From an optimization exercise on the open Yosys and OpenROAD flow, aimed at small area and a short achievable clock period; shortcuts taken in it are not production practice. At most, simulation tests tie the RTL to the original design; equivalence was not proved. No functional check of the RTL was part of runs 3 to 9. Power is estimated from default activity; no workload was simulated.

[flow/constraint.sdc]
create_clock -name core_clock -period 5.0 [get_ports {CLK}]
set_input_delay 1.0000 -clock core_clock [delete_from_list [all_inputs] [get_ports {CLK}]]
set_output_delay 1.0000 -clock core_clock [all_outputs]
set_load 0.01 [all_outputs]
[flow/config.mk]
export PLATFORM = sky130hd
export DESIGN_NAME = gca_dlnv
export DESIGN_NICKNAME = gca_dlnv
export VERILOG_FILES = /design/flow/design.v
export SDC_FILE = /design/flow/constraint.sdc
export NUM_CORES = 4
export LEC_CHECK = 0
export CAP_MARGIN = 20
export CORE_MARGIN = 2
export CORE_UTILIZATION = 40
export SETUP_SLACK_MARGIN = 2.3
export SLEW_MARGIN = 20
[flow/design.v]
module gca_dlnv(
    input [31:0]    coord0,
    input [31:0]    coord1,
    input           ld,
    input           step,
    input           CLK,
    output          FC,
    output [20:0]   ADDR
);
    wire [10:0] xs = coord0[10:0];
    wire [9:0]  ys = coord0[20:11];
    wire [10:0] x1 = coord1[10:0];
    wire [9:0]  y1 = coord1[20:11];
    reg  [10:0] x;
    reg  [9:0]  y;
    reg         sx, sy;      
    reg  [10:0] dx;          
    reg  [9:0]  dy;          
    reg  [11:0] q;           
    reg         xmaj_n;      
    reg  [11:0] h;           
    reg         eqx, eqy;    
    wire xmaj = q[11];
    wire [11:0] tx = {1'b0, xs} + {1'b0, ~x1} + {11'd0, sx};
    wire [10:0] ty = {1'b0, ys} + {1'b0, ~y1} + {10'd0, sy};
    wire [11:0] qn  = {2'b0, dy} - {1'b0, dx};
    wire [11:0] h0x = {2'b0, dy} + ~{2'b0, dx[10:1]} + {11'd0, ~dx[0]};
    wire [11:0] h0y = {3'b0, dy[9:1]} + ~{1'b0, dx} + {11'd0, dy[0]};
    wire [11:0] h0  = qn[11] ? h0x : h0y;
    wire gox = xmaj | h[11];         
    wire goy = xmaj_n | ~h[11];      
    wire both = gox & goy;
    wire [11:0] sa = xmaj ? {2'b0, dy} : ~{1'b0, dx};
    wire [11:0] hs = h + (both ? q : sa) + {11'd0, ~both & xmaj_n};
    wire mx = step & gox;
    wire my = step & goy;
    wire [10:0] wx = x ^ {11{sx}};
    wire [9:0]  wy = y ^ {10{sy}};
    wire [10:0] fx;
    wire [9:0]  fy;
    assign fx[0] = 1'b1;
    assign fy[0] = 1'b1;
    genvar i;
    generate
        for (i = 1; i < 11; i = i + 1) begin : gfx
            assign fx[i] = &wx[i-1:0];
        end
        for (i = 1; i < 10; i = i + 1) begin : gfy
            assign fy[i] = &wy[i-1:0];
        end
    endgenerate
    wire [10:0] ex = x ^ x1;
    wire [9:0]  ey = y ^ y1;
    wire eqx_hold = ~|ex;
    wire eqy_hold = ~|ey;
    wire eqx_step = ex == fx;
    wire eqy_step = ey == fy;
    assign ADDR = {y, x};
    assign FC = ~ld & (xmaj ? eqx : eqy);
    always @(posedge CLK) begin
        x <= ld ? xs : x ^ ({11{mx}} & fx);
        y <= ld ? ys : y ^ ({10{my}} & fy);
        eqx <= (mx & ~ld) ? eqx_step : eqx_hold;
        eqy <= (my & ~ld) ? eqy_step : eqy_hold;
        sx <= tx[11];
        sy <= ty[10];
        dx <= tx[10:0] ^ {11{~sx}};
        dy <= ty[9:0] ^ {10{~sy}};
        q <= qn;
        xmaj_n <= ~qn[11];
        if (ld) begin
            h <= h0;
        end else if (step) begin
            h <= hs;
        end
    end
endmodule
[flow/standard.sh]
#!/bin/bash
# synth_recipe.tcl (not shown) runs the flow's synth.tcl, then flattens the netlist and writes it again
# the make line also repeats each setting of config.mk as NAME=value (left out here)
make -C /OpenROAD-flow-scripts/flow DESIGN_CONFIG=/design/flow/config.mk WORK_HOME=/design/flow/orfs CLKGATE_MAP_FILE= SYNTH_SCRIPT=/design/flow/synth_recipe.tcl "${@:-finish}"
[flow/flow/run.sh]
#!/bin/bash
# Own layout flow: the standard ORFS flow (standard.sh) with
#  - ORFS's full/half-adder extraction turned off, so ABC maps the adders
#  - a shorter ABC mapping script (structural choices, then delay mapping)
#  - plain buffers on the ports instead of the delay cells ORFS picks
#  - a clock tree with larger sink clusters and no dummy loads
set -euo pipefail
here=$(pwd)
rm -rf "$here/scripts_mod"
cp -r "$FLOW_HOME/scripts" "$here/scripts_mod"
cp "$here/flow/abc_speed.script" "$here/scripts_mod/abc_speed.script"
export SCRIPTS_DIR="$here/scripts_mod"
export ADDER_MAP_FILE=
export BUFFER_PORTS_ARGS="-buffer_cell sky130_fd_sc_hd__buf_1"
export CTS_ARGS="-sink_clustering_enable -repair_clock_nets -dont_use_dummy_load -sink_clustering_size 40 -sink_clustering_max_diameter 150 -buf_list {sky130_fd_sc_hd__clkbuf_4}"
bash standard.sh > standard.log 2>&1
[flow/flow/abc_speed.script]
&get -n
&st
&synch2
&nf
&st
&dch
&nf
&put
==> results_dict.tcl, run 1 <==
set metrics [dict create \
    status "finished clean" \
    criticalPathCategory "reg2reg" \
    ir_drop_uv 188 \
    cts_root_buf "clkbuf_4" \
    cts_sinks 71 \
    fillers 1443 \
    seqCellArea_sq_um 1570 \
    wl_per_cell_microns 14.4 \
    cpMostUsedCell "o211ai_1" \
    holdBufCountCts 0 \
    drive_gt1_frac 0.107 \
    fp.dieW_microns 126 \
    clkTransAtPathRegs_ns 0.12 \
    multiInputGateArea_sq_um 4600 \
    async_reset_ff_frac 0 \
    cp.arrival_ns 3.06 \
    coreArea_sq_um 14600 \
    antenna_found_initial 0 \
    grtUsageTotal 0.196 \
    synth_top_area_share 0.198 \
    fmax_mhz 362 \
    slowest_stage "edfxtp_1" \
    syn_area_sq_um 5970 \
    synthTopCellsByArea "dfxtp_1, xnor2_1, xor2_1, edfxtp_1, nand2_1" \
    startpoint "h[11]" \
    period_share 0.553 \
    synth-edff-count 12 \
    area_growth_pct 17.3 \
    syn_nets 829 \
    critPathLaunchType "register" \
    dieHeight_microns 126 \
    clock_latency_ns 0.45 \
    cts_max_level 3 \
    gp_congestion 0.880 \
    synth_cell_types 54 \
    ios 89 \
    crit_chain "buf_6 > mux2_4 > buf_4 > o21ai_2 > xor2_2 > o211ai_1 > a21oi_2 > o211ai_1 > and3_1 > o31ai_2" \
    drt-pass1-iter-count 4 \
    ys.flop_type "dfxtp_1" \
    skew_ns 0.0282 \
    num_antenna_cells 0 \
    ff2ff_path_depth 10 \
    vias_per_cell 5.18 \
    drt-initial-drc-count 242 \
    avgSynthCellArea_sq_um 7.84 \
    ant_nets 0 \
    synthTopCellsByCount "xnor2_1, nand2_1, nor2_1" \
    reg2reg_from "h[11]" \
    yosysTopAreaCell "dfxtp_1" \
    ys_ff_latch 71 \
    grt_pass1_wl_microns 25300 \
    final_max_slew_viol_count 0 \
    cp.required_ns 5.29 \
    relSlewSlack 0.363 \
    wirelength_microns 15100 \
    first_global_vias 5187 \
    initial_utilization 0.410 \
    dieArea_sq_um 15900 \
    min-delay-start "x[10]" \
    yosysWarnings 1 \
    synthCells 762 \
    port-buffer-count 66 \
    core.rowCount 44 \
    hold_path_class "reg2reg" \
    critPathCaptureType "register" \
    finalSetupViolCount 0 \
    yosysMostFrequentCell "xnor2_1" \
    drcViolationCount 0 \
    min_to "x[10]" \
    min_period_ns 2.77 \
    rsz0062_at_grt "true" \
    grt_overflow_total 0 \
    vias 5403 \
    yosysSeqAreaShare 0.258 \
    reg2reg_to "h[9]" \
    powerDensity_nw_per_um2 602 \
    clockBufferDepth 2 \
    cts_tree "built" \
    cts_inserted_buffers 9 \
    p_leak_uw 0.00241 \
    nets 928 \
    final_util 0.480 \
    r2r_slack_ns 2.23 \
    dp_hpwl_microns 11200 \
    maxCapViolCount 0 \
    critical_path_buf_inv_count 2 \
    cp_max_fo 7 \
    tightest_slew_ns 0.956 \
    whs_path_depth 2 \
    slowest_delay_ns 0.40 \
    grt_max_degree 35 \
    timing.setup.tns_ns 0 \
    hold_viol 0 \
    crit_family "compound AO/OA/AOI/OAI gates" \
]
[layer usage]
metal	vias to the layer above	track usage	wire length, microns
met4	0	0.0718	278
met2	83	0.330	7060
li1	2865	-	-
met1	2438	0.256	7240
met3	17	0.0293	473
met5	-	0	0
[sequential cells by signal, indices dropped and copies added (netlist names)]
name and flops:
dx 11, q 12, h 12, y 10
x 11, sx 1, xmaj_n 1, dy 10
eqx 1, eqy 1, sy 1
[stage by stage]
stage / cell area [sq um] / worst slack [ns] / power (uW) / hold slack, ns / instances
detailed placement: 6540 / 1.53 / 3530 / 0.556 / 1016
global placement: 6540 / 1.57 / 3520 / 0.567 / 1016
CTS: 6870 / 2.31 / 4100 / 0.595 / 1039
global route: 7010 / 2.09 / 4620 / 0.657 / 1043
floorplan: 6030 / 2.30 / 2990 / 0.516 / 762
finish: 7010 / 2.23 / 4220 / 0.603 / 1043
[power by group]
part           internal [uW]  switching (uW)
logic                   1290            1530
registers                831             281
clock network           83.6             197
[layout make-up]
type | instances | share of cell area
Clock buffer | 9 | 0.00964
Inverter | 30 | 0.0161
Multi-Input combinational cell | 663 | 0.657
Sequential cell | 71 | 0.224
Tap cell | 184 | 0.0329
Timing Repair Buffer | 86 | 0.0607
[worst max-delay path by stage]
stage | endpoint | cells past startpoint | slack, ns
after floorplan | h[10] | 8 | 2.30
after global placement | h[5] | 8 | 1.57
after detailed placement | h[5] | 8 | 1.53
after CTS | h[9] | 10 | 2.31
after global routing | h[9] | 10 | 2.09
final | h[9] | 10 | 2.23
[layout by cell type (no fill, tap or decap), types with 11 or more instances in the layout]
master and count:
nand2_1 80, nor3_1 18, dfxtp_1 44, o211ai_1 15, nand2b_1 42, xor2_1 57
edfxtp_1 12, xnor2_1 118, buf_1 62, dfxtp_2 11, nand3_1 11, maj3_1 14
a21oi_1 31, clkinv_1 30, o21ai_0 46, nor2b_1 29, nor2_1 65, buf_4 18
[repair_timing]
action,in CTS,in global routing
setup buffers,12,4
pin swaps,9,15
setup endpoints to repair,16,18
cloned,2,0
resized for setup,42,29
[kinds of logic (layout without fill, tap and decap cells)]
logic type,after synthesis,after routing,synth area share
and+or+nand+nor,282,282,0.232
xor gates and xnor gates,179,179,0.262
AOI/OAI and AO/OA,173,174,0.183
DFF,71,71,0.258
buffers and inverters,30,125,0.0188
adders and majority gates,20,20,0.0335
muxes,7,8,0.0119
[worst register-to-register path, cell delays in order (launching register included)]
cell and delay (ns):
edfxtp_1 0.40, buf_6 0.16, mux2_4 0.35, buf_4 0.15, o21ai_2 0.27, xor2_2 0.28
o211ai_1 0.19, a21oi_2 0.25, o211ai_1 0.15, and3_1 0.24, o31ai_2 0.17
==> run 2: changes to the inputs <==
==> flow/flow/abc_speed.script (replaced) <==
&get -n
&st
&dch
&nf
&put
==> results_dict.tcl, run 2 <==
set metrics [dict create \
    status "finished clean" \
    grtUsageTotal 0.189 \
    critical_path_buf_inv_count 1 \
    wirelength_microns 13700 \
    period_share 0.529 \
    rsz0062_at_grt "true" \
    ios 89 \
    min-delay-start "dy[0]" \
    final_cell_mix "xnor2_1, xor2_1, nand2_1, buf_1, o21ai_0" \
    p_clk_frac 0.062 \
    synthTopCellsByCount "xnor2_1, xor2_1, nand2_1" \
    powerDensity_nw_per_um2 657 \
    power.switching_uw 2080 \
    num_antenna_cells 0 \
    synth-edff-count 12 \
    drcViolationCount 0 \
    reg2reg_from "dy[0]" \
    fp.dieW_microns 124 \
    finalSetupViolCount 0 \
    core.rowCount 43 \
    grt_max_degree 45 \
    vias 5018 \
    cts_root_buf "clkbuf_4" \
    synthTopCellsByArea "xnor2_1, dfxtp_1, xor2_1, edfxtp_1, o21ai_0" \
    final_max_slew_viol_count 0 \
    ir_drop_uv 195 \
    grt_overflow_total 0 \
    dieHeight_microns 124 \
    final_cell_area_sq_um 6730 \
    p_leak_uw 0.00233 \
    first_global_vias 4811 \
    min_to "q[0]" \
    drt-initial-drc-count 210 \
    antenna_found_initial 0 \
    clock_latency_ns 0.44 \
    cp.required_ns 5.17 \
    syn_nets 780 \
    cts_inserted_buffers 9 \
    switching_share 0.471 \
    grt_pass1_wl_microns 22800 \
    maxCapViolCount 0 \
    ant_nets 0 \
    fillers 1354 \
    slowest_stage "maj3_1" \
    min_period_ns 2.64 \
    seq_power_share 0.247 \
    yosysSeqAreaShare 0.269 \
    slowest_delay_ns 0.44 \
    nets 883 \
    dp_hpwl_microns 10500 \
    cts_max_level 3 \
    cpMostUsedCell "a21oi_1" \
    dieArea_sq_um 15300 \
    cp.arrival_ns 2.81 \
    dpl_cell_area_sq_um 6260 \
    skew_ns 0.0322 \
    clkTransAtPathRegs_ns 0.12 \
    cp_max_fo 6 \
    critPathCaptureType "register" \
    r2r_slack_ns 2.36 \
    yosysMostFrequentCell "xnor2_1" \
    clockBufferDepth 2 \
    vias_per_cell 5.05 \
    hold_viol 0 \
    gp_congestion 0.848 \
    relSlewSlack 0.380 \
    cts_tree "built" \
    p_comb_frac 0.691 \
    reg2reg_to "h[10]" \
    critPathLaunchType "register" \
    reg_top3 "h x12, q x12" \
    cts_sinks 71 \
    coreArea_sq_um 13900 \
    port-buffer-count 66 \
    avgSynthCellArea_sq_um 8.04 \
    tightest_slew_ns 0.930 \
    timing.setup.tns_ns 0 \
    final_common_cell "xnor2_1" \
    area_growth_pct 17.3 \
    yosysTopAreaCell "xnor2_1" \
    ys_ff_latch 71 \
    ff2ff_path_depth 9 \
    hold_path_class "reg2reg" \
    synthCells 713 \
    async_reset_ff_frac 0 \
    drt-pass1-iter-count 5 \
    yosysWarnings 1 \
    initial_utilization 0.412 \
    criticalPathCategory "reg2reg" \
    crit_family "compound AO/OA/AOI/OAI gates" \
    drive_gt1_frac 0.0921 \
    p_total_uw 4420 \
    wl_per_cell_microns 13.8 \
    crit_chain "clkinv_1 > maj3_1 > o311ai_4 > a21o_1 > a21oi_1 > o31ai_2 > a21oi_1 > o211ai_1 > o21ai_0" \
    synth_cell_types 42 \
    p_int_uw 2340 \
    ys.flop_type "dfxtp_1" \
    syn_area_sq_um 5730 \
    synth_top_area_share 0.218 \
    whs_path_depth 1 \
    fmax_mhz 378 \
]
==> run 2: cell types whose count changed after synthesis, sizes merged, moves of 4 or more <==
cell	before	now
nor3	19	8
nor2	65	54
nand2	80	69
clkinv	30	24
a31oi	12	6
xnor2	121	143
mux2i	6	2
maj3	20	14
o21ai	54	66
xor2	58	71
o2111ai	4	0
nor2b	31	27
nand2b	43	33
==> run 2: worst max-delay path by stage <==
stage,cells after the start,start,slack (ns),endpoint
2_1_floorplan,9,h[11],2.27,h[11]
3_3_place_gp,9,h[11],1.55,h[11]
3_5_place_dp,9,h[11],1.52,h[11]
4_1_cts,10,h[11],2.23,h[11]
5_1_grt,10,sy,2.27,y[9]
6_report,9,dy[0],2.36,h[10]
==> run 2: cell families (layout without fill, tap and decap cells) <==
| logic type | after synthesis | in the layout | share of synthesized area |
|---|---|---|---|
| simple gates | 226 | 226 | 0.189 |
| compound gates | 160 | 160 | 0.165 |
| fa+ha+maj | 14 | 14 | 0.0244 |
| xor+xnor | 215 | 215 | 0.331 |
| flops | 71 | 71 | 0.269 |
| buf+inv | 24 | 124 | 0.0157 |
| mux | 3 | 4 | 0.00545 |
==> run 2: power by group through the flow <==
stage / combinational [uW] / sequential, uW / clock, uW
finish: 3060 / 1090 / 275
detailed placement: 2510 / 1100 / 0
floorplan: 2000 / 1060 / 0
global route: 3360 / 1130 / 311
CTS: 2790 / 1080 / 287
global placement: 2460 / 1100 / 0
==> run 2: through the flow <==
step / worst slack, ns / hold WS (ns) / cells / util
2_1_floorplan: 2.27 / 0.501 / 713 / -
3_3_place_gp: 1.55 / 0.557 / 962 / 0.449
3_5_place_dp: 1.52 / 0.566 / 962 / 0.449
4_1_cts: 2.23 / 0.559 / 980 / 0.467
5_1_grt: 2.27 / 0.552 / 994 / 0.483
6_report: 2.36 / 0.527 / 994 / 0.483
==> run 2: what timing repair did <==
action | CTS | global route
gates cloned | 1 | 0
pin swaps | 5 | 14
resized for setup | 25 | 36
endpoints found under the setup margin | 15 | 18
hold endpoints to repair | 0 | 0
setup buffers | 8 | 14
hold buffers | 0 | 0
==> run 2: final cells by class <==
type | count | area [sq um] | share of cell area
Multi-Input combinational cell | 619 | 4310 | 0.641
Sequential cell | 71 | 1560 | 0.231
Timing Repair Buffer | 91 | 473 | 0.0703
Tap cell | 180 | 225 | 0.0335
Inverter | 24 | 92.6 | 0.0138
Clock buffer | 9 | 67.6 | 0.0100
==> run 2: layer usage <==
layer  vias to the layer above  part of all wire  GRT usage
met5                         -                 0          0
li1                       2628                 -          -
met2                        77              0.49      0.323
met3                        13             0.031     0.0238
met4                         0             0.013     0.0661
met1                      2300              0.47      0.245
==> run 3: changes to the inputs <==
--- a/flow/design.v
+++ b/flow/design.v
@@ -62,4 +62,4 @@
         y <= ld ? ys : y ^ ({10{my}} & fy);
-        eqx <= (mx & ~ld) ? eqx_step : eqx_hold;
-        eqy <= (my & ~ld) ? eqy_step : eqy_hold;
+        eqx <= (step & ~ld) ? eqx_step : eqx_hold;
+        eqy <= (step & ~ld) ? eqy_step : eqy_hold;
         sx <= tx[11];
==> results_dict.tcl, run 3 <==
set metrics [dict create \
    status "finished clean" \
    yosysMostFrequentCell "xnor2_1" \
    clock_latency_ns 0.45 \
    cp.required_ns 5.18 \
    antenna_found_initial 0 \
    rsz0062_at_grt "true" \
    syn_area_sq_um 5750 \
    synthMuxAreaShare 0.00719 \
    min_period_ns 2.64 \
    hold_viol 0 \
    critPathCaptureType "register" \
    wirelength_microns 14500 \
    ios 89 \
    clockBufferDepth 2 \
    cts_root_buf "clkbuf_4" \
    dieArea_sq_um 15300 \
    drt-pass1-iter-count 4 \
    synth_top_area_share 0.206 \
    skew_ns 0.0356 \
    final_util 0.502 \
    timing.setup.tns_ns 0 \
    coreArea_sq_um 13900 \
    fillers 1358 \
    final_common_cell "xnor2_1" \
    cp_max_fo 6 \
    synth_top_family_by_area "XOR/XNOR gates" \
    yosysWarnings 1 \
    cts_sinks 71 \
    cts_inserted_buffers 9 \
    async_reset_ff_frac 0 \
    grt_pass1_wl_microns 23700 \
    tightest_slew_ns 0.924 \
    reg_top3 "h x12, q x12" \
    finalSetupViolCount 0 \
    synth-edff-count 12 \
    initial_utilization 0.412 \
    cts_max_level 3 \
    place_ws_ns 1.54 \
    ir_drop_uv 217 \
    whs_path_depth 1 \
    wl_per_cell_microns 14.3 \
    first_global_vias 5060 \
    p_total_uw 4740 \
    synth_compound_area_frac 0.166 \
    nets 901 \
    critPathLaunchType "register" \
    synth_cell_types 41 \
    dp_cells 968 \
    fp.dieW_microns 124 \
    relSlewSlack 0.384 \
    cp.arrival_ns 2.82 \
    drive_gt1_frac 0.131 \
    vias 5198 \
    port-buffer-count 66 \
    setup_ws_ns 2.36 \
    final_cells 1012 \
    drt-initial-drc-count 194 \
    synthXorXnorAreaFrac 0.326 \
    synthAdderAreaFrac 0.0244 \
    grt_max_degree 44 \
    fmax_mhz 378 \
    dieHeight_microns 124 \
    yosys.area_share.simple 0.191 \
    synthCells 718 \
    syn_nets 785 \
    vias_per_cell 5.14 \
    yosysTopAreaCell "dfxtp_1" \
    period_share 0.529 \
    gp_congestion 0.872 \
    final_cell_mix "xnor2_1, xor2_1, nand2_1, buf_1" \
    powerDensity_nw_per_um2 678 \
    hold_path_class "reg2reg" \
    ff2ff_path_depth 11 \
    yosysSeqAreaShare 0.268 \
    maxCapViolCount 0 \
    ys.flop_type "dfxtp_1" \
    avgSynthCellArea_sq_um 8.00 \
    grt_overflow_total 0 \
    ant_nets 0 \
    core.rowCount 43 \
    drcViolationCount 0 \
    synthTopCellsByArea "dfxtp_1, xnor2_1, xor2_1, edfxtp_1, o21ai_0" \
    criticalPathCategory "reg2reg" \
    clkTransAtPathRegs_ns 0.09 \
    synthTopCellsByCount "xnor2_1, xor2_1, nand2_1" \
    cts_tree "built" \
    grtUsageTotal 0.196 \
    dp_hpwl_microns 10700 \
    area_growth_pct 21.6 \
    num_antenna_cells 0 \
    final_max_slew_viol_count 0 \
    p_leak_uw 0.00250 \
    holdBufCountCts 0 \
    ys_ff_latch 71 \
]
run 3: logic make-up after synthesis:
kind of cell | Yosys count
multiplexers | 4
buffers and inverters | 26
AND/OR/NAND/NOR | 229
AO/OA/AOI/OAI | 160
adder cells (fa/ha/maj) | 14
flip-flops | 71
XOR/XNOR | 214
run 3: through the flow:
stage	hold slack (ns)	cell area (sq um)
5_1_grt	0.538	6990
6_report	0.516	6990
3_5_place_dp	0.538	6300
4_1_cts	0.513	6770
3_3_place_gp	0.535	6300
2_1_floorplan	0.501	5800
run 3: routing by layer:
layer  track usage  wire length [microns]  vias to the layer above
met2         0.328                   7140                       93
met4        0.0589                    180                        0
met1         0.261                   6710                     2418
li1              -                      -                     2667
met3        0.0270                    459                       20
met5             0                      0                        -
run 3: what timing repair did:
action / CTS / global route
gates resized for setup: 51 / 36
setup endpoints to repair: 15 / 19
pin swaps: 17 / 17
setup buffers: 22 / 11
gates cloned: 1 / 1
run 3: final cells by class:
class,count,area (sq um),area share
inverters,26,103,0.0147
multi-input cells,623,4460,0.638
repair buffers,103,579,0.0829
clock buffers,9,67.6,0.00967
well taps,180,225,0.0322
flip-flops and latches,71,1550,0.222
run 3: worst paths after layout:
check	end	slack [ns]	from
max reg2reg	h[11]	2.36	h[11]
min	q[0]	0.52	dy[0]
min reg2reg	q[0]	0.52	dy[0]
max	h[11]	2.36	h[11]
run 3: critical path, cell delays in order, from the launching register on:
cell and delay [ns]:
edfxtp_1 0.35, buf_6 0.13, mux2i_4 0.26, buf_6 0.14
buf_12 0.10, buf_6 0.13, mux2i_4 0.34, nor2_1 0.11
maj3_1 0.35, a211oi_2 0.25, xor2_1 0.17, o21ai_1 0.07
run 3: where the power goes:
part | total (uW) | switching [uW] | internal, uW
Sequential | 1090 | 262 | 828
Clock | 271 | 187 | 83.5
Combinational | 3380 | 1760 | 1610
Total | 4740 | 2210 | 2530
==> run 4: changes to the inputs <==
--- a/flow/design.v
+++ b/flow/design.v
@@ -33,3 +33,4 @@
     wire [11:0] sa = xmaj ? {2'b0, dy} : ~{1'b0, dx};
-    wire [11:0] hs = h + (both ? q : sa) + {11'd0, ~both & xmaj_n};
+    wire [11:0] hm = both ? q : sa;
+    wire [11:0] hs = h + (hm & {12{step}}) + {11'd0, step & ~both & xmaj_n};
     wire mx = step & gox;
@@ -62,4 +63,4 @@
         y <= ld ? ys : y ^ ({10{my}} & fy);
-        eqx <= (step & ~ld) ? eqx_step : eqx_hold;
-        eqy <= (step & ~ld) ? eqy_step : eqy_hold;
+        eqx <= (mx & ~ld) ? eqx_step : eqx_hold;
+        eqy <= (my & ~ld) ? eqy_step : eqy_hold;
         sx <= tx[11];
@@ -70,7 +71,3 @@
         xmaj_n <= ~qn[11];
-        if (ld) begin
-            h <= h0;
-        end else if (step) begin
-            h <= hs;
-        end
+        h <= ld ? h0 : hs;
     end
==> results_dict.tcl, run 4 <==
set metrics [dict create \
    tightest_slew_ns 0.795 \
    synthCells 711 \
    clockBufferDepth 2 \
    fmax_mhz 381 \
    avgSynthCellArea_sq_um 7.93 \
    ir_drop_uv 185 \
    relSlewSlack 0.464 \
    powerDensity_nw_per_um2 576 \
    synthTopCellsByCount "xnor2_1, xor2_1, dfxtp_1" \
    clkTransAtPathRegs_ns 0.10 \
    cp.arrival_ns 2.93 \
    grtUsageTotal 0.197 \
    wirelength_microns 14200 \
    holdBufCountCts 0 \
    grt_overflow_total 0 \
    syn_nets 778 \
    fp.dieW_microns 123 \
    synth_top_area_share 0.252 \
    hold_viol 0 \
    grt_pass1_wl_microns 23600 \
    area_growth_pct 19.7 \
    min_period_ns 2.63 \
    drive_gt1_frac 0.105 \
    timing.setup.tns_ns 0 \
    drcViolationCount 0 \
    hold_path_class "reg2reg" \
    ant_nets 0 \
    yosysMostFrequentCell "xnor2_1" \
    final_cell_mix "xnor2_1, xor2_1, buf_1, nand2_1, o21ai_0" \
    p_leak_uw 0.00232 \
    dieArea_sq_um 15100 \
    dp_hpwl_microns 10400 \
    cts_tree "built" \
    critPathCaptureType "register" \
    grt_max_degree 39 \
    cts_sinks 71 \
    status "finished clean" \
    cts_inserted_buffers 9 \
    rsz0062_at_grt "true" \
    fillers 1342 \
    wl_per_cell_microns 14.2 \
    final_cells 998 \
    yosysTopAreaCell "dfxtp_1" \
    cts_max_level 3 \
    syn_area_sq_um 5640 \
    vias 5211 \
    async_reset_ff_frac 0 \
    vias_per_cell 5.22 \
    yosysSeqAreaShare 0.252 \
    final_common_cell "xnor2_1" \
    criticalPathCategory "reg2reg" \
    clock_latency_ns 0.45 \
    antenna_found_initial 1 \
    drt-pass1-iter-count 4 \
    period_share 0.525 \
    reg_top3 "h x12, q x12" \
    cp.required_ns 5.30 \
    cts_root_buf "clkbuf_4" \
    drt-initial-drc-count 292 \
    critPathLaunchType "register" \
    finalSetupViolCount 0 \
    initial_utilization 0.408 \
    core.rowCount 43 \
    synthTopCellsByArea "dfxtp_1, xnor2_1, xor2_1, o21ai_0, nand2_1" \
    dieHeight_microns 123 \
    port-buffer-count 66 \
    ios 89 \
    dp_cells 962 \
    synth_cell_types 45 \
    coreArea_sq_um 13800 \
    maxCapViolCount 0 \
    first_global_vias 5025 \
    ys_ff_latch 71 \
    cp_max_fo 7 \
    gp_congestion 0.904 \
    yosysWarnings 1 \
    ys.flop_type "dfxtp_1" \
    synth-edff-count 0 \
    skew_ns 0.0423 \
    final_max_slew_viol_count 0 \
    nets 886 \
]
## run 4: changes by cell type after synthesis, moves of 6 or more
cell	before	now
dfxtp_1	59	71
edfxtp_1	12	0
nand2_1	75	65
a21oi_1	34	25
clkinv_1	26	20
## run 4: path summary, 6_finish.rpt
check              from  endpoint  slack [ns]  depth (start not counted)
setup reg to reg  h[11]     h[10]        2.37                         10
setup / recovery  h[11]     h[10]        2.37                         10
hold / removal    dy[0]      q[0]        0.57                          1
hold reg to reg   dy[0]      q[0]        0.57                          1
## run 4: final cells by class
type	count	area, sq um	share of cell area
multi-input combinational	621	4380	0.650
sequential	71	1460	0.217
timing repair buffer	96	522	0.0773
tap	180	225	0.0334
inverter	20	82.6	0.0122
clock buffer	9	67.6	0.0100
antenna	1	2.50	0.000371
## run 4: critical path, cell delays in order, from the launching register on
cell,delay (ns)
dfxtp_4,0.37
mux2i_4,0.22
buf_4,0.16
or2_0,0.21
and4_1,0.21
or2_4,0.28
or4_4,0.55
o221ai_4,0.19
a21oi_2,0.09
xnor2_1,0.16
o21ai_1,0.08
## run 4: per-layer routing
layer | vias up | part of all wire | GRT usage
met3 | 27 | 0.025 | 0.0246
met2 | 91 | 0.47 | 0.330
met4 | 0 | 0.029 | 0.0884
met5 | - | 0 | 0
li1 | 2678 | - | -
met1 | 2415 | 0.47 | 0.251
## run 4: logic make-up after synthesis
| group | count (synthesis) | synth area share |
|---|---|---|
| and+or+nand+nor | 229 | 0.198 |
| xor gates and xnor gates | 213 | 0.331 |
| AOI/OAI and AO/OA | 162 | 0.178 |
| DFF | 71 | 0.252 |
| buffers and inverters | 20 | 0.0133 |
| adders and majority gates | 14 | 0.0249 |
| muxes | 2 | 0.00355 |
## run 4: what timing repair did
action | in CTS | in global routing
hold endpoints to repair | 0 | 0
setup buffers | 15 | 10
resized for setup | 32 | 36
cloned | 1 | 0
pin swaps | 4 | 8
setup endpoints to repair | 14 | 20
## run 4: metrics by stage
| stage | power, uW | setup WS [ns] | cell area, sq um | utilization | hold slack [ns] |
|---|---|---|---|---|---|
| floorplan | 2710 | 2.28 | 5700 | - | 0.506 |
| global placement | 3140 | 1.53 | 6210 | 0.449 | 0.546 |
| detailed placement | 3190 | 1.50 | 6210 | 0.449 | 0.551 |
| CTS | 3680 | 2.30 | 6500 | 0.470 | 0.574 |
| global route | 4220 | 2.27 | 6750 | 0.488 | 0.597 |
| finish | 3890 | 2.37 | 6750 | 0.488 | 0.568 |
## run 4: report_power, final
| group | internal, uW | switching, uW | leakage (uW) |
|---|---|---|---|
| registers | 787 | 258 | 0.000601 |
| logic | 1180 | 1400 | 0.00168 |
| clock network | 83.5 | 180 | 0.0000414 |
| total | 2050 | 1830 | 0.00232 |
==> run 5: changes to the inputs <==
--- a/flow/flow/run.sh
+++ b/flow/flow/run.sh
@@ -14,3 +14,3 @@
 export BUFFER_PORTS_ARGS="-buffer_cell sky130_fd_sc_hd__buf_1"
-export CTS_ARGS="-sink_clustering_enable -repair_clock_nets -dont_use_dummy_load -sink_clustering_size 40 -sink_clustering_max_diameter 150 -buf_list {sky130_fd_sc_hd__clkbuf_4}"
+export CTS_ARGS="-sink_clustering_enable -repair_clock_nets -dont_use_dummy_load -sink_clustering_size ${CTS_SINKS:-20} -buf_list {sky130_fd_sc_hd__clkbuf_4 sky130_fd_sc_hd__clkbuf_8}"
 bash standard.sh > standard.log 2>&1
==> results_dict.tcl, run 5 <==
set metrics [dict create \
    ys_ff_latch 71 \
    coreArea_sq_um 13800 \
    ir_drop_uv 160 \
    fillers 1323 \
    core.rowCount 43 \
    yosysSeqAreaShare 0.252 \
    final_common_cell "xnor2_1" \
    reg_top3 "h x12, q x12" \
    first_global_vias 4974 \
    cp.required_ns 5.24 \
    criticalPathCategory "reg2reg" \
    grt_max_degree 39 \
    slowest_stage "or4b_4" \
    drive_gt1_frac 0.114 \
    dieHeight_microns 123 \
    p_comb_frac 0.646 \
    gp_congestion 0.904 \
    num_antenna_cells 0 \
    crit_chain "xor2_2 > or4b_4 > o221ai_4 > a31o_1 > nand2_1 > a311oi_4 > buf_6 > clkinv_4 > o21ai_1 > a21oi_1 > a21o_1" \
    grt_pass1_wl_microns 23500 \
    synthAdderAreaFrac 0.0249 \
    timing.setup.tns_ns 0 \
    clkTransAtPathRegs_ns 0.08 \
    syn_nets 778 \
    nets 886 \
    synthTopCellsByArea "dfxtp_1, xnor2_1, xor2_1, o21ai_0, nand2_1" \
    seq_power_share 0.266 \
    p_leak_uw 0.00236 \
    setup_ws_ns 2.33 \
    clock_latency_ns 0.36 \
    maxCapViolCount 0 \
    rsz0062_at_grt "true" \
    cts_max_level 3 \
    synthXorXnorAreaFrac 0.331 \
    drt-pass1-iter-count 4 \
    tightest_slew_ns 0.818 \
    wl_per_cell_microns 14.4 \
    vias_per_cell 5.26 \
    final_cell_mix "xnor2_1, xor2_1, nand2_1, buf_1" \
    synth_cell_types 45 \
    relSlewSlack 0.449 \
    min_period_ns 2.67 \
    final_cell_area_sq_um 6840 \
    grtUsageTotal 0.195 \
    cts_tree "built" \
    final_cells 997 \
    synth_top_family_by_area "XOR/XNOR gates" \
    period_share 0.534 \
    dpl_cell_area_sq_um 6210 \
    fmax_mhz 375 \
    ys.flop_type "dfxtp_1" \
    p_int_uw 2140 \
    cp.arrival_ns 2.91 \
    final_max_slew_viol_count 0 \
    hold_viol 0 \
    antenna_found_initial 0 \
    async_reset_ff_frac 0 \
    yosysTopAreaCell "dfxtp_1" \
    yosys.area_share.simple 0.198 \
    clockBufferDepth 2 \
    avgSynthCellArea_sq_um 7.93 \
    hold_path_class "reg2reg" \
    dp_cells 962 \
    cp_max_fo 12 \
    place_ws_ns 1.50 \
    drt-initial-drc-count 229 \
    power.switching_uw 1870 \
    switching_share 0.466 \
    p_clk_frac 0.088 \
    dp_hpwl_microns 10400 \
    vias 5244 \
    critical_path_buf_inv_count 2 \
    wirelength_microns 14300 \
    powerDensity_nw_per_um2 586 \
    fp.dieW_microns 123 \
    grt_overflow_total 0 \
    ant_nets 0 \
    initial_utilization 0.408 \
    critPathCaptureType "register" \
    ios 89 \
    synth_top_area_share 0.252 \
    yosysWarnings 1 \
    final_util 0.495 \
    port-buffer-count 66 \
    cts_root_buf "clkbuf_8" \
    dieArea_sq_um 15100 \
    area_growth_pct 21.3 \
    synthCells 711 \
    synthMuxAreaShare 0.00355 \
    crit_family "compound AO/OA/AOI/OAI gates" \
    skew_ns 0.0276 \
    slowest_delay_ns 0.54 \
    drcViolationCount 0 \
    syn_area_sq_um 5640 \
    finalSetupViolCount 0 \
    synth-edff-count 0 \
    yosysMostFrequentCell "xnor2_1" \
    cts_sinks 71 \
    status "finished clean" \
    critPathLaunchType "register" \
    synth_compound_area_frac 0.178 \
    cts_inserted_buffers 9 \
    synthTopCellsByCount "xnor2_1, xor2_1, dfxtp_1" \
]
==> run 5: cell counts after synthesis <==
Identical to the previous run, type by type.
==> run 5: area by class of cell <==
cell class                      instances  area [sq um]  share of cell area
Clock buffer                            9           124              0.0181
Inverter                               20          80.1              0.0117
Multi-Input combinational cell        621          4430               0.648
Sequential cell                        71          1460               0.214
Tap cell                              180           225              0.0329
Timing Repair Buffer                   96           517              0.0756
==> run 5: final timing paths <==
path | from | to | slack, ns | cells past startpoint
min | dy[0] | q[0] | 0.56 | 1
max | dx[3] | h[2] | 2.33 | 11
max reg2reg | dx[3] | h[2] | 2.33 | 11
min reg2reg | dy[0] | q[0] | 0.56 | 1
==> run 5: cell families (layout without fill, tap and decap cells) <==
logic type	count (synthesis)	in the layout
multiplexers	2	3
AO/OA/AOI/OAI	162	162
adder cells (fa/ha/maj)	14	14
flip-flops	71	71
XOR/XNOR	213	213
AND/OR/NAND/NOR	229	229
buffers and inverters	20	125
==> run 5: power groups by stage <==
stage	registers [uW]	logic, uW	clock network, uW
after floorplan	1010	1690	0
after CTS	1050	2340	370
after detailed placement	1070	2120	0
final	1070	2590	353
after global placement	1060	2080	0
after global routing	1100	2840	394
==> run 5: timing repair <==
item,CTS,global route
gates resized for setup,34,43
pin swaps,5,18
endpoints found under the setup margin,15,22
cloned,1,0
hold buffers,0,0
buffers inserted,12,13
==> run 5: worst register-to-register path: cells and delay by family (launching register included) <==
kind                   cells  cell delay, ns
AO/OA/AOI/OAI              6            1.02
AND/OR/NAND/NOR            2            0.65
flip-flops                 1            0.38
buffers and inverters      2            0.28
XOR/XNOR                   1            0.21
==> run 5: routing by layer <==
layer	track usage	vias up	part of all wire
li1	-	2677	-
met1	0.251	2453	0.47
met2	0.327	96	0.49
met3	0.0251	18	0.029
met4	0.0841	0	0.018
met5	0	-	0
==> run 5: through the flow <==
stage / hold WS (ns) / power (uW)
5_1_grt: 0.591 / 4340
3_5_place_dp: 0.551 / 3190
2_1_floorplan: 0.506 / 2710
6_report: 0.563 / 4010
3_3_place_gp: 0.546 / 3140
4_1_cts: 0.566 / 3770
==> run 6: changes to the inputs <==
--- a/flow/flow/run.sh
+++ b/flow/flow/run.sh
@@ -14,3 +14,3 @@
 export BUFFER_PORTS_ARGS="-buffer_cell sky130_fd_sc_hd__buf_1"
-export CTS_ARGS="-sink_clustering_enable -repair_clock_nets -dont_use_dummy_load -sink_clustering_size ${CTS_SINKS:-20} -buf_list {sky130_fd_sc_hd__clkbuf_4 sky130_fd_sc_hd__clkbuf_8}"
+export CTS_ARGS="-sink_clustering_enable -repair_clock_nets -dont_use_dummy_load -sink_clustering_size 16 -buf_list {sky130_fd_sc_hd__clkbuf_4}"
 bash standard.sh > standard.log 2>&1
==> results_dict.tcl, run 6 <==
set metrics [dict create \
    status "finished clean" \
    final_cell_mix "xnor2_1, xor2_1, buf_1, nand2_1, o21ai_0" \
    maxCapViolCount 0 \
    initial_utilization 0.408 \
    antenna_found_initial 1 \
    avgSynthCellArea_sq_um 7.93 \
    ff2ff_path_depth 10 \
    drcViolationCount 0 \
    hold_viol 0 \
    timing.setup.tns_ns 0 \
    cp.arrival_ns 2.93 \
    first_global_vias 5025 \
    drt-pass1-iter-count 4 \
    critPathLaunchType "register" \
    dieHeight_microns 123 \
    gp_congestion 0.904 \
    port-buffer-count 66 \
    yosysWarnings 1 \
    grt_pass1_wl_microns 23600 \
    ys.flop_type "dfxtp_1" \
    ys_ff_latch 71 \
    p_leak_uw 0.00232 \
    min_period_ns 2.63 \
    cts_root_buf "clkbuf_4" \
    reg2reg_to "h[10]" \
    dieArea_sq_um 15100 \
    vias 5211 \
    yosysTopAreaCell "dfxtp_1" \
    critPathCaptureType "register" \
    clock_latency_ns 0.45 \
    setup_ws_ns 2.37 \
    dp_hpwl_microns 10400 \
    ios 89 \
    core.rowCount 43 \
    reg_top3 "h x12, q x12" \
    async_reset_ff_frac 0 \
    final_cells 998 \
    dpl_cell_area_sq_um 6210 \
    drive_gt1_frac 0.105 \
    grt_max_degree 39 \
    yosysMostFrequentCell "xnor2_1" \
    synth_cell_types 45 \
    synth-edff-count 0 \
    yosysSeqAreaShare 0.252 \
    grt_overflow_total 0 \
    cts_tree "built" \
    cp_max_fo 7 \
    finalSetupViolCount 0 \
    synthCells 711 \
    cts_inserted_buffers 9 \
    ir_drop_uv 185 \
    ant_nets 0 \
    min-delay-start "dy[0]" \
    synthTopCellsByArea "dfxtp_1, xnor2_1, xor2_1, o21ai_0, nand2_1" \
    syn_area_sq_um 5640 \
    rsz0062_at_grt "true" \
    cts_sinks 71 \
    final_cell_area_sq_um 6750 \
    reg2reg_from "h[11]" \
    relSlewSlack 0.464 \
    wl_per_cell_microns 14.2 \
    tightest_slew_ns 0.795 \
    coreArea_sq_um 13800 \
    whs_path_depth 1 \
    clkTransAtPathRegs_ns 0.10 \
    clockBufferDepth 2 \
    drt-initial-drc-count 292 \
    area_growth_pct 19.7 \
    wirelength_microns 14200 \
    nets 886 \
    cp.required_ns 5.30 \
    place_ws_ns 1.50 \
    skew_ns 0.0423 \
    grtUsageTotal 0.197 \
    final_util 0.488 \
    final_max_slew_viol_count 0 \
    fillers 1342 \
    dp_cells 962 \
    min_to "q[0]" \
    holdBufCountCts 0 \
    hold_path_class "reg2reg" \
    final_common_cell "xnor2_1" \
    r2r_slack_ns 2.37 \
    synth_top_area_share 0.252 \
    synthTopCellsByCount "xnor2_1, xor2_1, dfxtp_1" \
    period_share 0.525 \
    cts_max_level 3 \
    criticalPathCategory "reg2reg" \
    vias_per_cell 5.22 \
    fp.dieW_microns 123 \
    fmax_mhz 381 \
    powerDensity_nw_per_um2 576 \
    syn_nets 778 \
]
==> run 6: cell counts after synthesis <==
Identical to the previous run, type by type.
==> run 6: critical path, stage by stage, from the launching register on <==
cell and delay, ns:
dfxtp_4 0.37, mux2i_4 0.22, buf_4 0.16, or2_0 0.21, and4_1 0.21, or2_4 0.28
or4_4 0.55, o221ai_4 0.19, a21oi_2 0.09, xnor2_1 0.16, o21ai_1 0.08
==> run 6: cell families after synthesis <==
| kind of cell | share of synthesized area |
|---|---|
| buffers and inverters | 0.0133 |
| adder cells (fa/ha/maj) | 0.0249 |
| flip-flops | 0.252 |
| AND/OR/NAND/NOR | 0.198 |
| XOR/XNOR | 0.331 |
| AO/OA/AOI/OAI | 0.178 |
| multiplexers | 0.00355 |
==> run 6: stage by stage <==
stage	total power (uW)	hold WS (ns)
after global routing	4220	0.597
final	3890	0.568
after global placement	3140	0.546
after floorplan	2710	0.506
after CTS	3680	0.574
after detailed placement	3190	0.551
==> run 6: how the worst max path moves through the flow <==
| stage | startpoint | endpoint | slack [ns] | depth (start not counted) |
|---|---|---|---|---|
| 3_3_place_gp | step | h[8] | 1.53 | 10 |
| 3_5_place_dp | step | h[8] | 1.50 | 10 |
| 2_1_floorplan | h[11] | h[10] | 2.28 | 9 |
| 5_1_grt | dx[2] | h[4] | 2.27 | 11 |
| 6_report | h[11] | h[10] | 2.37 | 10 |
| 4_1_cts | dx[5] | h[2] | 2.30 | 11 |
==> run 6: timing repair <==
action,4_1_cts,5_1_grt
gates resized for setup,32,36
endpoints found under the hold margin,0,0
setup buffers,15,10
gates cloned,1,0
pin swaps,4,8
endpoints found under the setup margin,14,20
==> run 6: cell type report <==
class	instances	area [sq um]	area share
antenna	1	2.50	0.000371
clock buffer	9	67.6	0.0100
inverter	20	82.6	0.0122
multi-input combinational	621	4380	0.650
sequential	71	1460	0.217
tap	180	225	0.0334
timing repair buffer	96	522	0.0773
==> run 6: where the power goes <==
group,leakage (uW),internal (uW),switching (uW)
clock network,0.0000414,83.5,180
logic,0.00168,1180,1400
registers,0.000601,787,258
total,0.00232,2050,1830
==> run 6: metal layers <==
metal  track usage  routed length, microns
met1         0.251                    6720
met2         0.330                    6730
met3        0.0246                     352
met4        0.0884                     410
met5             0                       0
==> run 7: changes to the inputs <==
--- a/flow/flow/run.sh
+++ b/flow/flow/run.sh
@@ -14,3 +14,3 @@
 export BUFFER_PORTS_ARGS="-buffer_cell sky130_fd_sc_hd__buf_1"
-export CTS_ARGS="-sink_clustering_enable -repair_clock_nets -dont_use_dummy_load -sink_clustering_size 16 -buf_list {sky130_fd_sc_hd__clkbuf_4}"
+export CTS_ARGS="-sink_clustering_enable -repair_clock_nets -dont_use_dummy_load -sink_clustering_size 16 -root_buf sky130_fd_sc_hd__clkbuf_8 -buf_list {sky130_fd_sc_hd__clkbuf_4}"
 bash standard.sh > standard.log 2>&1
==> results_dict.tcl, run 7 <==
set metrics [dict create \
    first_global_vias 4974 \
    vias 5244 \
    ios 89 \
    skew_ns 0.0276 \
    dp_cells 962 \
    finalSetupViolCount 0 \
    dp_hpwl_microns 10400 \
    dieArea_sq_um 15100 \
    yosysTopAreaCell "dfxtp_1" \
    synthTopCellsByArea "dfxtp_1, xnor2_1, xor2_1, o21ai_0, nand2_1" \
    ant_nets 0 \
    drt-pass1-iter-count 4 \
    clockBufferDepth 2 \
    nets 886 \
    hold_path_class "reg2reg" \
    synthTopCellsByCount "xnor2_1, xor2_1, dfxtp_1" \
    antenna_found_initial 0 \
    fmax_mhz 375 \
    maxCapViolCount 0 \
    p_int_uw 2140 \
    grt_pass1_wl_microns 23500 \
    cts_inserted_buffers 9 \
    wirelength_microns 14300 \
    cp_max_fo 12 \
    hold_viol 0 \
    gp_congestion 0.904 \
    whs_path_depth 1 \
    drcViolationCount 0 \
    wl_per_cell_microns 14.4 \
    async_reset_ff_frac 0 \
    initial_utilization 0.408 \
    critPathCaptureType "register" \
    ir_drop_uv 160 \
    drt-initial-drc-count 229 \
    avgSynthCellArea_sq_um 7.93 \
    reg2reg_from "dx[3]" \
    power.switching_uw 1870 \
    p_total_uw 4010 \
    final_cell_area_sq_um 6840 \
    relSlewSlack 0.449 \
    dieHeight_microns 123 \
    status "finished clean" \
    synth_cell_types 45 \
    reg_top3 "h x12, q x12" \
    drive_gt1_frac 0.114 \
    clkTransAtPathRegs_ns 0.08 \
    coreArea_sq_um 13800 \
    p_leak_uw 0.00236 \
    grt_max_degree 39 \
    cts_root_buf "clkbuf_8" \
    cp.required_ns 5.24 \
    r2r_slack_ns 2.33 \
    cts_tree "built" \
    tightest_slew_ns 0.818 \
    reg2reg_to "h[2]" \
    critPathLaunchType "register" \
    powerDensity_nw_per_um2 586 \
    yosysMostFrequentCell "xnor2_1" \
    num_antenna_cells 0 \
    yosysSeqAreaShare 0.252 \
    final_cell_mix "xnor2_1, xor2_1, nand2_1, buf_1" \
    final_cells 997 \
    final_common_cell "xnor2_1" \
    cts_max_level 3 \
    period_share 0.534 \
    min_period_ns 2.67 \
    min_to "q[0]" \
    fillers 1323 \
    area_growth_pct 21.3 \
    switching_share 0.466 \
    yosysWarnings 1 \
    syn_area_sq_um 5640 \
    ys.flop_type "dfxtp_1" \
    syn_nets 778 \
    dpl_cell_area_sq_um 6210 \
    synthCells 711 \
    p_comb_frac 0.646 \
    grtUsageTotal 0.195 \
    holdBufCountCts 0 \
    port-buffer-count 66 \
    grt_overflow_total 0 \
    timing.setup.tns_ns 0 \
    rsz0062_at_grt "true" \
    cp.arrival_ns 2.91 \
    final_util 0.495 \
    synth_top_area_share 0.252 \
    cts_sinks 71 \
    clock_latency_ns 0.36 \
    ff2ff_path_depth 11 \
    criticalPathCategory "reg2reg" \
    vias_per_cell 5.26 \
    synth-edff-count 0 \
    ys_ff_latch 71 \
    p_clk_frac 0.088 \
    fp.dieW_microns 123 \
    min-delay-start "dy[0]" \
    core.rowCount 43 \
    seq_power_share 0.266 \
    final_max_slew_viol_count 0 \
]
run 7: timing repair:
action,4_1_cts,5_1_grt
setup endpoints to repair,15,22
gates cloned,1,0
pin swaps,5,18
resized for setup,34,43
buffers inserted,12,13
run 7: routing by layer:
layer | track usage | up-vias | wire length, microns
li1 | - | 2677 | -
met1 | 0.251 | 2453 | 6680
met2 | 0.327 | 96 | 6980
met3 | 0.0251 | 18 | 416
met4 | 0.0841 | 0 | 265
met5 | 0 | - | 0
run 7: through the flow:
step                hold WS (ns)  worst slack [ns]
floorplan                  0.506              2.28
global placement           0.546              1.53
detailed placement         0.551              1.50
CTS                        0.566              2.30
global route               0.591              2.23
finish                     0.563              2.33
run 7: area by class of cell:
class | count | area [sq um] | share of cell area
Multi-Input combinational cell | 621 | 4430 | 0.648
Sequential cell | 71 | 1460 | 0.214
Inverter | 20 | 80.1 | 0.0117
Tap cell | 180 | 225 | 0.0329
Clock buffer | 9 | 124 | 0.0181
Timing Repair Buffer | 96 | 517 | 0.0756
run 7: logic make-up (layout without fill, tap and decap cells):
kind of cell / Yosys count / after routing / synth area share
multiplexers: 2 / 3 / 0.00355
AO/OA/AOI/OAI: 162 / 162 / 0.178
buffers and inverters: 20 / 125 / 0.0133
AND/OR/NAND/NOR: 229 / 229 / 0.198
adder cells (fa/ha/maj): 14 / 14 / 0.0249
XOR/XNOR: 213 / 213 / 0.331
flip-flops: 71 / 71 / 0.252
run 7: critical path: stages, from the launching register on:
cell	delay, ns
dfxtp_4	0.38
xor2_2	0.21
or4b_4	0.54
o221ai_4	0.20
a31o_1	0.20
nand2_1	0.11
a311oi_4	0.23
buf_6	0.17
clkinv_4	0.11
o21ai_1	0.14
a21oi_1	0.08
a21o_1	0.17
run 7: worst max path at each step:
| stage | from | end | slack [ns] | depth (start not counted) |
|---|---|---|---|---|
| after global placement | step | h[8] | 1.53 | 10 |
| after global routing | dx[4] | h[4] | 2.23 | 11 |
| final | dx[3] | h[2] | 2.33 | 11 |
| after detailed placement | step | h[8] | 1.50 | 10 |
| after floorplan | h[11] | h[10] | 2.28 | 9 |
| after CTS | dx[3] | h[2] | 2.30 | 11 |
run 7: power by group through the flow:
stage          Combinational [uW]  Clock (uW)  Sequential (uW)
2_1_floorplan                1690           0             1010
3_3_place_gp                 2080           0             1060
3_5_place_dp                 2120           0             1070
4_1_cts                      2340         370             1050
5_1_grt                      2840         394             1100
6_report                     2590         353             1070
==> run 8: changes to the inputs <==
--- a/flow/config.mk
+++ b/flow/config.mk
@@ -10,3 +10,3 @@
 export CORE_UTILIZATION = 40
-export SETUP_SLACK_MARGIN = 2.3
+export SETUP_SLACK_MARGIN = 2.2
 export SLEW_MARGIN = 20
==> results_dict.tcl, run 8 <==
set metrics [dict create \
    p_leak_uw 0.00235 \
    synthTopCellsByArea "dfxtp_1, xnor2_1, xor2_1, o21ai_0, nand2_1" \
    cts_inserted_buffers 9 \
    critPathCaptureType "register" \
    drt-initial-drc-count 286 \
    cts_sinks 71 \
    avgSynthCellArea_sq_um 7.93 \
    status "finished clean" \
    final_cell_mix "xnor2_1, xor2_1, nand2_1, buf_1, o21ai_0" \
    wl_per_cell_microns 14.2 \
    wirelength_microns 14200 \
    relSlewSlack 0.687 \
    vias_per_cell 5.21 \
    num_antenna_cells 0 \
    gp_congestion 0.874 \
    criticalPathCategory "reg2reg" \
    synth_cell_types 45 \
    maxCapViolCount 0 \
    synth-edff-count 0 \
    initial_utilization 0.408 \
    min-delay-start "dy[0]" \
    yosysMostFrequentCell "xnor2_1" \
    tightest_slew_ns 0.469 \
    reg2reg_from "dx[3]" \
    ios 89 \
    skew_ns 0.0337 \
    grt_max_degree 41 \
    cp.arrival_ns 2.98 \
    r2r_slack_ns 2.25 \
    drt-pass1-iter-count 5 \
    min_to "q[0]" \
    fp.dieW_microns 123 \
    vias 5203 \
    dieHeight_microns 123 \
    ff2ff_path_depth 11 \
    grt_pass1_wl_microns 22900 \
    antenna_found_initial 0 \
    timing.setup.tns_ns 0 \
    dieArea_sq_um 15100 \
    ir_drop_uv 194 \
    fillers 1352 \
    critPathLaunchType "register" \
    ys.flop_type "dfxtp_1" \
    synth_top_area_share 0.252 \
    grt_overflow_total 0 \
    yosysWarnings 1 \
    cts_tree "built" \
    dp_cells 963 \
    coreArea_sq_um 13800 \
    yosysTopAreaCell "dfxtp_1" \
    ant_nets 0 \
    final_max_slew_viol_count 0 \
    drcViolationCount 0 \
    fmax_mhz 364 \
    finalSetupViolCount 0 \
    clock_latency_ns 0.36 \
    syn_nets 778 \
    cp.required_ns 5.23 \
    rsz0062_at_grt "true" \
    synthCells 711 \
    syn_area_sq_um 5640 \
    cts_max_level 3 \
    drive_gt1_frac 0.104 \
    reg_top3 "h x12, q x12" \
    clkTransAtPathRegs_ns 0.07 \
    yosysSeqAreaShare 0.252 \
    async_reset_ff_frac 0 \
    dp_hpwl_microns 10400 \
    grtUsageTotal 0.190 \
    port-buffer-count 66 \
    ys_ff_latch 71 \
    hold_path_class "reg2reg" \
    cts_root_buf "clkbuf_8" \
    core.rowCount 43 \
    first_global_vias 4948 \
    hold_viol 0 \
    period_share 0.550 \
    powerDensity_nw_per_um2 585 \
    whs_path_depth 1 \
    final_util 0.491 \
    clockBufferDepth 2 \
    final_common_cell "xnor2_1" \
    final_cells 998 \
    multiInputGateArea_sq_um 4400 \
    seqCellArea_sq_um 1450 \
    reg2reg_to "h[4]" \
    min_period_ns 2.75 \
    area_growth_pct 20.3 \
    nets 887 \
    cp_max_fo 8 \
    synthTopCellsByCount "xnor2_1, xor2_1, dfxtp_1" \
]
[run 8: final cells by class]
type | instances | area share
multi-input combinational | 622 | 0.648
sequential | 71 | 0.214
timing repair buffer | 96 | 0.0738
tap | 180 | 0.0332
clock buffer | 9 | 0.0183
inverter | 20 | 0.0122
[run 8: critical path, stage by stage (launching register included)]
cell and delay, ns:
dfxtp_4 0.38, xor2_1 0.23, or4b_4 0.56, o221ai_4 0.21, a31o_1 0.24, nand2_2 0.09
a311oi_4 0.32, buf_6 0.19, buf_4 0.13, nand2_1 0.04, o211ai_1 0.12, o21ai_0 0.11
[run 8: logic make-up after synthesis]
kind of cell,count (synthesis),share of synthesized area
muxes,2,0.00355
and+or+nand+nor,229,0.198
DFF,71,0.252
buffers and inverters,20,0.0133
AOI/OAI and AO/OA,162,0.178
adders and majority gates,14,0.0249
xor gates and xnor gates,213,0.331
[run 8: metal layers]
layer  vias to the layer above  global-route usage  routed length (microns)  share of wire
li1                       2672                   -                        -              -
met1                      2386               0.238                     6380           0.45
met2                       111               0.328                     6890           0.49
met3                        34              0.0228                      473          0.033
met4                         0              0.0783                      412          0.029
met5                         -                   0                        0              0
[run 8: stage by stage]
stage / total power, uW / hold WS (ns) / area (sq um) / worst slack [ns]
final: 3970 / 0.573 / 6780 / 2.25
after global routing: 4290 / 0.599 / 6780 / 2.13
after CTS: 3660 / 0.575 / 6440 / 2.20
after detailed placement: 3170 / 0.563 / 6190 / 1.28
after global placement: 3120 / 0.555 / 6190 / 1.36
after floorplan: 2680 / 0.506 / 5670 / 2.16
[run 8: repair_timing]
action / in CTS / in global routing
setup endpoints to repair: 13 / 19
gates resized for setup: 24 / 46
buffers inserted: 5 / 18
hold buffers: 0 / 0
cloned: 2 / 1
pin swaps: 1 / 7
hold endpoints to repair: 0 / 0
[run 8: worst max path at each step]
stage | start | end
after floorplan | h[11] | h[10]
after global placement | step | h[11]
after detailed placement | step | h[11]
after CTS | dx[5] | h[2]
after global routing | step | h[8]
final | dx[3] | h[4]
[run 8: power by group]
group	internal (uW)	total [uW]	switching [uW]
sequential	785	1060	279
clock	160	354	194
combinational	1170	2550	1380
==> run 9: changes to the inputs <==
--- a/flow/config.mk
+++ b/flow/config.mk
@@ -10,3 +10,3 @@
 export CORE_UTILIZATION = 40
-export SETUP_SLACK_MARGIN = 2.2
+export SETUP_SLACK_MARGIN = 2.4
 export SLEW_MARGIN = 20
==> results_dict.tcl, run 9 <==
set metrics [dict create \
    coreArea_sq_um 13800 \
    cp.required_ns 5.22 \
    wl_per_cell_microns 14.9 \
    avgSynthCellArea_sq_um 7.93 \
    dp_hpwl_microns 10700 \
    drt-initial-drc-count 231 \
    synthCells 711 \
    clockBufferDepth 2 \
    core.rowCount 43 \
    dieHeight_microns 123 \
    p_leak_uw 0.00250 \
    vias_per_cell 5.24 \
    holdBufCountCts 0 \
    fillers 1326 \
    area_growth_pct 26.5 \
    critPathLaunchType "register" \
    yosysTopAreaCell "dfxtp_1" \
    cp_max_fo 7 \
    critPathCaptureType "register" \
    final_max_slew_viol_count 0 \
    place_ws_ns 1.38 \
    async_reset_ff_frac 0 \
    cts_root_buf "clkbuf_8" \
    drcViolationCount 0 \
    ys.flop_type "dfxtp_1" \
    wl_met3_microns 537 \
    cpMostUsedCell "o21ai_1" \
    port-buffer-count 66 \
    final_common_cell "xnor2_1" \
    nets 905 \
    cts_sinks 71 \
    grt_pass1_wl_microns 24600 \
    setup_ws_ns 2.38 \
    ios 89 \
    fp.dieW_microns 123 \
    maxCapViolCount 0 \
    yosysWarnings 1 \
    rsz0062_at_grt "true" \
    synthTopCellsByArea "dfxtp_1, xnor2_1, xor2_1, o21ai_0, nand2_1" \
    syn_area_sq_um 5640 \
    min_period_ns 2.62 \
    cts_max_level 3 \
    synthTopCellsByCount "xnor2_1, xor2_1, dfxtp_1" \
    skew_ns 0.0250 \
    slowest_delay_ns 0.36 \
    syn_nets 778 \
    crit_chain "mux2i_4 > buf_6 > or2_1 > and4_1 > or2_4 > buf_4 > nor4_1 > a221oi_2 > o21ai_1 > xor2_1 > o21ai_1" \
    status "finished clean" \
    criticalPathCategory "reg2reg" \
    gp_congestion 0.849 \
    powerDensity_nw_per_um2 594 \
    hold_viol 0 \
    ys_ff_latch 71 \
    grtUsageTotal 0.208 \
    cts_tree "built" \
    synth_top_area_share 0.252 \
    ant_nets 0 \
    grt_overflow_total 0 \
    drt-pass1-iter-count 5 \
    ir_drop_uv 173 \
    dieArea_sq_um 15100 \
    antenna_found_initial 0 \
    yosysSeqAreaShare 0.252 \
    final_cell_mix "xnor2_1, xor2_1, nand2_1, buf_1, dfxtp_1" \
    dr.max_layer_used "met4" \
    reg_top3 "h x12, q x12" \
    num_antenna_cells 0 \
    period_share 0.524 \
    relSlewSlack 0.408 \
    hold_path_class "reg2reg" \
    first_global_vias 5210 \
    finalSetupViolCount 0 \
    synth-edff-count 0 \
    wl_met1_microns 6780 \
    vias 5322 \
    clock_latency_ns 0.37 \
    cp.arrival_ns 2.84 \
    dr_wl_met2_microns 7380 \
    wirelength_microns 15100 \
    synth_cell_types 45 \
    timing.setup.tns_ns 0 \
    drive_gt1_frac 0.160 \
    fmax_mhz 382 \
    slowest_stage "dfxtp_4" \
    tightest_slew_ns 0.878 \
    yosysMostFrequentCell "xnor2_1" \
    initial_utilization 0.408 \
    clkTransAtPathRegs_ns 0.06 \
    cts_inserted_buffers 9 \
    grt_max_degree 38 \
]
==> run 9: cell families after synthesis <==
logic type | Yosys count | share of synthesized area
XOR/XNOR | 213 | 0.331
multiplexers | 2 | 0.00355
buffers and inverters | 20 | 0.0133
AO/OA/AOI/OAI | 162 | 0.178
AND/OR/NAND/NOR | 229 | 0.198
adder cells (fa/ha/maj) | 14 | 0.0249
flip-flops | 71 | 0.252
==> run 9: what timing repair did <==
action                                  CTS  global route
cloned                                    2             0
pin swaps                                13            21
buffers inserted                         25            19
gates resized for setup                  51            53
endpoints found under the setup margin   19            24
==> run 9: layout make-up <==
type                    count  area [sq um]  share of cell area
multi-input cells         621          4510               0.633
inverters                  20          87.6              0.0123
clock buffers               9           124              0.0174
flip-flops and latches     71          1470               0.207
repair buffers            115           707              0.0991
well taps                 180           225              0.0316
==> run 9: per-layer routing <==
layer  up-vias  global-route usage
li1       2701                   -
met1      2472               0.254
met2       122               0.357
met3        27              0.0270
met4         0               0.103
met5         -                   0
==> run 9: power by group <==
group	total [uW]	leakage, uW	internal, uW	switching [uW]
combinational	2830	0.00184	1330	1500
clock	353	0.0000647	160	193
sequential	1050	0.000602	790	261
total	4240	0.00250	2280	1960
==> run 9: metrics by stage <==
stage	cell area [sq um]	total power (uW)	std cells	hold WS, ns	util
finish	7130	4240	1016	0.519	0.516
global route	7130	4560	1016	0.541	0.516
CTS	6820	3960	997	0.572	0.493
detailed placement	6240	3220	961	0.557	0.451
global placement	6240	3160	961	0.545	0.451
floorplan	5740	2730	711	0.506	-
==> run 9: final timing paths <==
check	to	slack, ns	cells past startpoint	start
worst max-delay path	h[11]	2.38	11	h[11]
worst min-delay path	q[0]	0.52	1	dy[0]
worst max register to register	h[11]	2.38	11	h[11]
worst min register to register	q[0]	0.52	1	dy[0]
==> run 9: critical path, delay by kind of cell (launching register included) <==
family,cells,cell delay [ns]
AO/OA/AOI/OAI,3,0.44
buffers and inverters,2,0.31
multiplexers,1,0.23
flip-flops,1,0.36
XOR/XNOR,1,0.16
AND/OR/NAND/NOR,4,1.00
==> run 10: changes to the inputs <==
--- a/flow/design.v
+++ b/flow/design.v
@@ -33,4 +33,3 @@
     wire [11:0] sa = xmaj ? {2'b0, dy} : ~{1'b0, dx};
-    wire [11:0] hm = both ? q : sa;
-    wire [11:0] hs = h + (hm & {12{step}}) + {11'd0, step & ~both & xmaj_n};
+    wire [11:0] hs = h + (both ? q : sa) + {11'd0, ~both & xmaj_n};
     wire mx = step & gox;
@@ -71,3 +70,7 @@
         xmaj_n <= ~qn[11];
-        h <= ld ? h0 : hs;
+        if (ld) begin
+            h <= h0;
+        end else if (step) begin
+            h <= hs;
+        end
     end
--- a/flow/config.mk
+++ b/flow/config.mk
@@ -10,3 +10,3 @@
 export CORE_UTILIZATION = 40
-export SETUP_SLACK_MARGIN = 2.4
+export SETUP_SLACK_MARGIN = 2.3
 export SLEW_MARGIN = 20
==> results_dict.tcl, run 10 <==
set metrics [dict create \
    clkTransAtPathRegs_ns 0.08 \
    port-buffer-count 66 \
    ant_nets 0 \
    cpMostUsedCell "a21oi_1" \
    fillers 1346 \
    antenna_found_initial 0 \
    period_share 0.529 \
    cts_sinks 71 \
    min_period_ns 2.64 \
    syn_nets 780 \
    fp.dieW_microns 124 \
    clock_latency_ns 0.36 \
    criticalPathCategory "reg2reg" \
    vias_per_cell 5.07 \
    drt-pass1-iter-count 4 \
    status "finished clean" \
    grt_pass1_wl_microns 22700 \
    dieHeight_microns 124 \
    timing.setup.tns_ns 0 \
    hold_path_class "reg2reg" \
    async_reset_ff_frac 0 \
    rsz0062_at_grt "true" \
    yosysWarnings 1 \
    final_cell_mix "xnor2_1, xor2_1, nand2_1, buf_1, dfxtp_1" \
    initial_utilization 0.412 \
    vias 5046 \
    cp_max_fo 6 \
    skew_ns 0.0183 \
    yosysSeqAreaShare 0.269 \
    fmax_mhz 378 \
    core.rowCount 43 \
    p_leak_uw 0.00238 \
    critPathCaptureType "register" \
    grt_max_degree 45 \
    syn_area_sq_um 5730 \
    synth-edff-count 12 \
    drive_gt1_frac 0.0993 \
    coreArea_sq_um 13900 \
    holdBufCountCts 0 \
    ir_drop_uv 231 \
    hold_viol 0 \
    grtUsageTotal 0.189 \
    nets 885 \
    cts_inserted_buffers 9 \
    clockBufferDepth 2 \
    ys.flop_type "dfxtp_1" \
    synthCells 713 \
    relSlewSlack 0.357 \
    num_antenna_cells 0 \
    dp_hpwl_microns 10500 \
    cts_tree "built" \
    gp_congestion 0.848 \
    dieArea_sq_um 15300 \
    final_common_cell "xnor2_1" \
    maxCapViolCount 0 \
    final_max_slew_viol_count 0 \
    critPathLaunchType "register" \
    hold_ws_ns 0.530 \
    ios 89 \
    drcViolationCount 0 \
    tightest_slew_ns 0.964 \
    first_global_vias 4833 \
    synthTopCellsByCount "xnor2_1, xor2_1, nand2_1" \
    slowest_delay_ns 0.41 \
    wl_per_cell_microns 13.8 \
    slowest_stage "dfxtp_2" \
    synth_top_area_share 0.218 \
    cp.arrival_ns 2.74 \
    yosysMostFrequentCell "xnor2_1" \
    yosysTopAreaCell "xnor2_1" \
    reg_top3 "h x12, q x12" \
    cp.required_ns 5.09 \
    synth_cell_types 42 \
    area_growth_pct 19.2 \
    avgSynthCellArea_sq_um 8.04 \
    drt-initial-drc-count 209 \
    powerDensity_nw_per_um2 672 \
    crit_chain "clkinv_1 > maj3_2 > o311ai_4 > a21o_1 > a21oi_1 > o31ai_2 > a21oi_1 > o211ai_1 > o21ai_1" \
    finalSetupViolCount 0 \
    synthTopCellsByArea "xnor2_1, dfxtp_1, xor2_1, edfxtp_1, o21ai_0" \
    grt_overflow_total 0 \
    ys_ff_latch 71 \
    cts_max_level 3 \
    wirelength_microns 13800 \
    cts_root_buf "clkbuf_8" \
]
[run 10: changes by cell type in the layout (fill, tap and decap cells not counted), sizes merged, moves of 10 or more]
cell | previous run | this run
buf | 111 | 92
xnor2 | 127 | 143
xor2 | 86 | 71
dfxtp | 71 | 59
edfxtp | 0 | 12
a21oi | 25 | 35
[run 10: per-stage QoR]
step | setup WS (ns) | power (uW) | util | instances | instance area [sq um]
3_3_place_gp | 1.55 | 3560 | 0.449 | 962 | 6260
6_report | 2.36 | 4590 | 0.491 | 996 | 6840
5_1_grt | 2.26 | 4980 | 0.491 | 996 | 6840
4_1_cts | 2.30 | 4230 | 0.472 | 980 | 6580
2_1_floorplan | 2.27 | 3060 | - | 713 | 5760
3_5_place_dp | 1.52 | 3610 | 0.449 | 962 | 6260
[run 10: kinds of logic after synthesis]
| kind of cell | after synthesis | share of synthesized area |
|---|---|---|
| buffers and inverters | 24 | 0.0157 |
| flip-flops | 71 | 0.269 |
| multiplexers | 3 | 0.00545 |
| AND/OR/NAND/NOR | 226 | 0.189 |
| XOR/XNOR | 215 | 0.331 |
| adder cells (fa/ha/maj) | 14 | 0.0244 |
| AO/OA/AOI/OAI | 160 | 0.165 |
[run 10: final timing paths]
kind	cells past startpoint	endpoint	startpoint	slack (ns)
setup / recovery	9	h[10]	dy[0]	2.36
hold / removal	1	q[0]	dx[0]	0.53
setup reg to reg	9	h[10]	dy[0]	2.36
hold reg to reg	1	q[0]	dx[0]	0.53
[run 10: what timing repair did]
| item | in CTS | in global routing |
|---|---|---|
| buffers inserted | 8 | 16 |
| pin swaps | 5 | 20 |
| gates resized for setup | 28 | 45 |
| hold endpoints to repair | 0 | 0 |
| setup endpoints to repair | 17 | 19 |
| gates cloned | 1 | 0 |
[run 10: worst max-delay path: cells and delay by family, from the launching register on]
| kind | cells | cell delay, ns |
|---|---|---|
| AO/OA/AOI/OAI | 7 | 1.45 |
| adder cells (fa/ha/maj) | 1 | 0.38 |
| buffers and inverters | 1 | 0.14 |
| flip-flops | 1 | 0.41 |
[run 10: power by group]
group / switching [uW] / total (uW) / internal, uW
Combinational: 1680 / 3140 / 1460
Clock: 198 / 358 / 161
Sequential: 266 / 1100 / 830
Total: 2140 / 4590 / 2450
[run 10: metal layers]
layer | vias to the layer above | track usage | share of wire
met1 | 2312 | 0.241 | 0.47
met2 | 89 | 0.326 | 0.49
met5 | - | 0 | 0
met4 | 0 | 0.0540 | 0.010
li1 | 2629 | - | -
met3 | 16 | 0.0334 | 0.034
[run 10: final cells by class]
type                            instances  area (sq um)  share of cell area
Sequential cell                        71          1550               0.227
Clock buffer                            9           124              0.0181
Timing Repair Buffer                   93           479              0.0701
Tap cell                              180           225              0.0329
Multi-Input combinational cell        619          4370               0.639
Inverter                               24          92.6              0.0135
